This design comes from an exercise in tuning for small area and a short achievable clock period on the open sky130 flow, not from production work. The RTL was checked by simulation tests, not by an equivalence proof against the original design. Power is estimated from default activity; no workload was simulated.

## run A
## MULTI_32bit
module MULTI_32bit(clk, rst, A, B, F);
  input clk, rst;
  input [31:0] A;
  input [31:0] B;
  output reg [31:0] F;
  reg r1_s;
  reg [7:0] r1_e;
  reg r1_c0_0;
  reg r1_c0_1;
  reg r1_c1_0;
  reg r1_c2_0;
  reg r1_c3_0;
  reg r1_c3_1;
  reg r1_c3_2;
  reg r1_c4_0;
  reg r1_c4_1;
  reg r1_c5_0;
  reg r1_c5_1;
  reg r1_c6_0;
  reg r1_c6_1;
  reg r1_c6_2;
  reg r1_c6_3;
  reg r1_c7_0;
  reg r1_c7_1;
  reg r1_c7_2;
  reg r1_c8_0;
  reg r1_c8_1;
  reg r1_c8_2;
  reg r1_c9_0;
  reg r1_c9_1;
  reg r1_c9_2;
  reg r1_c9_3;
  reg r1_c9_4;
  reg r1_c10_0;
  reg r1_c10_1;
  reg r1_c10_2;
  reg r1_c10_3;
  reg r1_c11_0;
  reg r1_c11_1;
  reg r1_c11_2;
  reg r1_c11_3;
  reg r1_c12_0;
  reg r1_c12_1;
  reg r1_c12_2;
  reg r1_c12_3;
  reg r1_c12_4;
  reg r1_c12_5;
  reg r1_c13_0;
  reg r1_c13_1;
  reg r1_c13_2;
  reg r1_c13_3;
  reg r1_c13_4;
  reg r1_c14_0;
  reg r1_c14_1;
  reg r1_c14_2;
  reg r1_c14_3;
  reg r1_c14_4;
  reg r1_c15_0;
  reg r1_c15_1;
  reg r1_c15_2;
  reg r1_c15_3;
  reg r1_c15_4;
  reg r1_c15_5;
  reg r1_c15_6;
  reg r1_c16_0;
  reg r1_c16_1;
  reg r1_c16_2;
  reg r1_c16_3;
  reg r1_c16_4;
  reg r1_c16_5;
  reg r1_c17_0;
  reg r1_c17_1;
  reg r1_c17_2;
  reg r1_c17_3;
  reg r1_c17_4;
  reg r1_c17_5;
  reg r1_c18_0;
  reg r1_c18_1;
  reg r1_c18_2;
  reg r1_c18_3;
  reg r1_c18_4;
  reg r1_c18_5;
  reg r1_c18_6;
  reg r1_c18_7;
  reg r1_c19_0;
  reg r1_c19_1;
  reg r1_c19_2;
  reg r1_c19_3;
  reg r1_c19_4;
  reg r1_c19_5;
  reg r1_c19_6;
  reg r1_c20_0;
  reg r1_c20_1;
  reg r1_c20_2;
  reg r1_c20_3;
  reg r1_c20_4;
  reg r1_c20_5;
  reg r1_c20_6;
  reg r1_c21_0;
  reg r1_c21_1;
  ...
Size: ~400 flip-flops, ~98 I/O pins, ~22,000 um2 of cells after synthesis.
export LEC_CHECK = 0
export ABC_CLOCK_PERIOD_IN_PS = 2500
export CAP_MARGIN = 20
export CORE_MARGIN = 2
export CORE_UTILIZATION = 40
export CTS_BUF_LIST = sky130_fd_sc_hd__clkbuf_8
export SETUP_SLACK_MARGIN = 4.3
export SLEW_MARGIN = 20
export SYNTH_HIERARCHICAL = 1
export SYNTH_MINIMUM_KEEP_SIZE = 0
create_clock -name core_clock -period 7.0 [get_ports {clk}]
standard.sh (not shown) runs the stock make flow with config.mk's settings and CLKGATE_MAP_FILE= SYNTH_SCRIPT=/design/flow/synth_recipe.tcl, a recipe that flattens the netlist after the stock synthesis.
==> flow/flow/run.sh <==
#!/bin/bash
# The standard layout, but with port buffers of a plain buffer cell
# (buffer_ports otherwise picks a delay cell, clkdlybuf4s50_1).
set -euo pipefail
export BUFFER_PORTS_ARGS="-buffer_cell sky130_fd_sc_hd__buf_4"
bash standard.sh > make_finish.log 2>&1
> inputs changed (run A -> run B)
# run A
export LEC_CHECK = 0
export ABC_CLOCK_PERIOD_IN_PS = 2500
export CAP_MARGIN = 20
export CORE_MARGIN = 2
export CORE_UTILIZATION = 40
export CTS_BUF_LIST = sky130_fd_sc_hd__clkbuf_8
export SETUP_SLACK_MARGIN = 4.3
export SLEW_MARGIN = 20
export SYNTH_HIERARCHICAL = 1
export SYNTH_MINIMUM_KEEP_SIZE = 0
create_clock -name core_clock -period 7.0 [get_ports {clk}]
# run B
export LEC_CHECK = 0
export ABC_CLOCK_PERIOD_IN_PS = 2500
export CAP_MARGIN = 20
export CORE_MARGIN = 2
export CORE_UTILIZATION = 40
export CTS_BUF_LIST = sky130_fd_sc_hd__clkbuf_8
export SETUP_SLACK_MARGIN = 4.5
export SLEW_MARGIN = 20
export SYNTH_HIERARCHICAL = 1
export SYNTH_MINIMUM_KEEP_SIZE = 0
create_clock -name core_clock -period 7.0 [get_ports {clk}]
[summary]
Run B ended with every stage complete and zero timing, DRC or antenna violations.
Standard-cell row count delta (run A -> run B): insignificant
There was hardly any difference in post-layout minimum cycle time between run A and run B.
Run B ended with more worst slew slack as a fraction of its limit than run A.
The estimated power of run B ends up higher than the estimate for run A.
[compare] base=run A new=run B: clock skew went down by 0.0084 ns; first-iteration detailed-routing DRC count went up by 206; number of nets in the layout went up by 60; total detailed-routing wirelength went up by 6.4%; fraction of layout cells with a size suffix above 1 went up by 17 points.
--- input diff run B..run C ---
# run B
export LEC_CHECK = 0
export ABC_CLOCK_PERIOD_IN_PS = 2500
export CAP_MARGIN = 20
export CORE_MARGIN = 2
export CORE_UTILIZATION = 40
export CTS_BUF_LIST = sky130_fd_sc_hd__clkbuf_8
export SETUP_SLACK_MARGIN = 4.5
export SLEW_MARGIN = 20
export SYNTH_HIERARCHICAL = 1
export SYNTH_MINIMUM_KEEP_SIZE = 0
create_clock -name core_clock -period 7.0 [get_ports {clk}]
# run C
export LEC_CHECK = 0
export ABC_CLOCK_PERIOD_IN_PS = 2500
export CAP_MARGIN = 20
export CORE_MARGIN = 2
export CORE_UTILIZATION = 40
export SETUP_SLACK_MARGIN = 4.5
export SLEW_MARGIN = 20
export SYNTH_HIERARCHICAL = 1
export SYNTH_MINIMUM_KEEP_SIZE = 0
create_clock -name core_clock -period 7.0 [get_ports {clk}]
## What came out
- Run B → run C: sum of met2 wire segment lengths after detailed routing shows an increase of 840 um; final cell count shows no meaningful change; power shows a reduction of about 0.3%.
- For the net switching power, run C came in about 1.3% lower than run B did.
- Run comparison: run B first element of the critical path r1_c30_0$_DFF_P_; run C first element of the critical path r1_c33_0$_DFF_P_
- ~same wire length of the first global-routing pass in run C and run B
What run D does differently from run C at the input level:
# run C
export LEC_CHECK = 0
export ABC_CLOCK_PERIOD_IN_PS = 2500
export CAP_MARGIN = 20
export CORE_MARGIN = 2
export CORE_UTILIZATION = 40
export SETUP_SLACK_MARGIN = 4.5
export SLEW_MARGIN = 20
export SYNTH_HIERARCHICAL = 1
export SYNTH_MINIMUM_KEEP_SIZE = 0
create_clock -name core_clock -period 7.0 [get_ports {clk}]
# run D
export LEC_CHECK = 0
export ABC_CLOCK_PERIOD_IN_PS = 2500
export CAP_MARGIN = 20
export CORE_MARGIN = 2
export CORE_UTILIZATION = 60
export CTS_BUF_LIST = sky130_fd_sc_hd__clkbuf_8
export SETUP_SLACK_MARGIN = 4.5
export SLEW_MARGIN = 20
export SYNTH_HIERARCHICAL = 1
export SYNTH_MINIMUM_KEEP_SIZE = 0
create_clock -name core_clock -period 7.0 [get_ports {clk}]
Findings:
Run D finished all stages; the layout is clean. Delta (run D minus run C): post-CTS setup-driven buffer insertion count higher; areal power density over the cells grew by 4.1%; worst setup slack lower; global-route wire length before repair decreased 1.2%; post-route total power saw a decrease. Compared with run C, met3 wire length in run D increased by more than 10%. In the reports for run D and run C, the larger combinational power share belongs to run D.

## static timing again, ports no longer ideal
The results above use ideal ports. As a check the final layouts listed here were re-extracted and re-timed, cells and wires unchanged.
Step 1 (the two cells are an assumption about what drives the block):
set clk [get_ports {clk}]
set_driving_cell -lib_cell sky130_fd_sc_hd__clkbuf_16 $clk
set_driving_cell -lib_cell sky130_fd_sc_hd__buf_2 [delete_from_list [all_inputs] $clk]
Step 2 also shifts input and output timing later by t, the mid clock arrival at the registers, as if the neighbouring blocks saw the same clock.
Three values: ideal, step 1, step 2; two values: the first two.
run	t (ns)	setup WS [ns]	worst hold slack (ns)	worst setup path after step 2
run A	0.693	4.292 / 4.297 / 3.623	0.317 / 0.317 / 0.317	input to register
run B	0.690	4.293 / 4.293 / 3.738	0.324 / 0.324 / 0.324	input to register
run C	0.639	4.322 / 4.322 / 3.776	0.326 / 0.326 / 0.326	input to register
run D	0.684	4.204 / 4.204 / 3.789	0.323 / 0.323 / 0.323	input to register
After both steps setup and hold are still met in every run listed. For run A, which loses most, drivers alone change the setup slack by +0.005 ns; drivers and shift together by -0.669 ns.
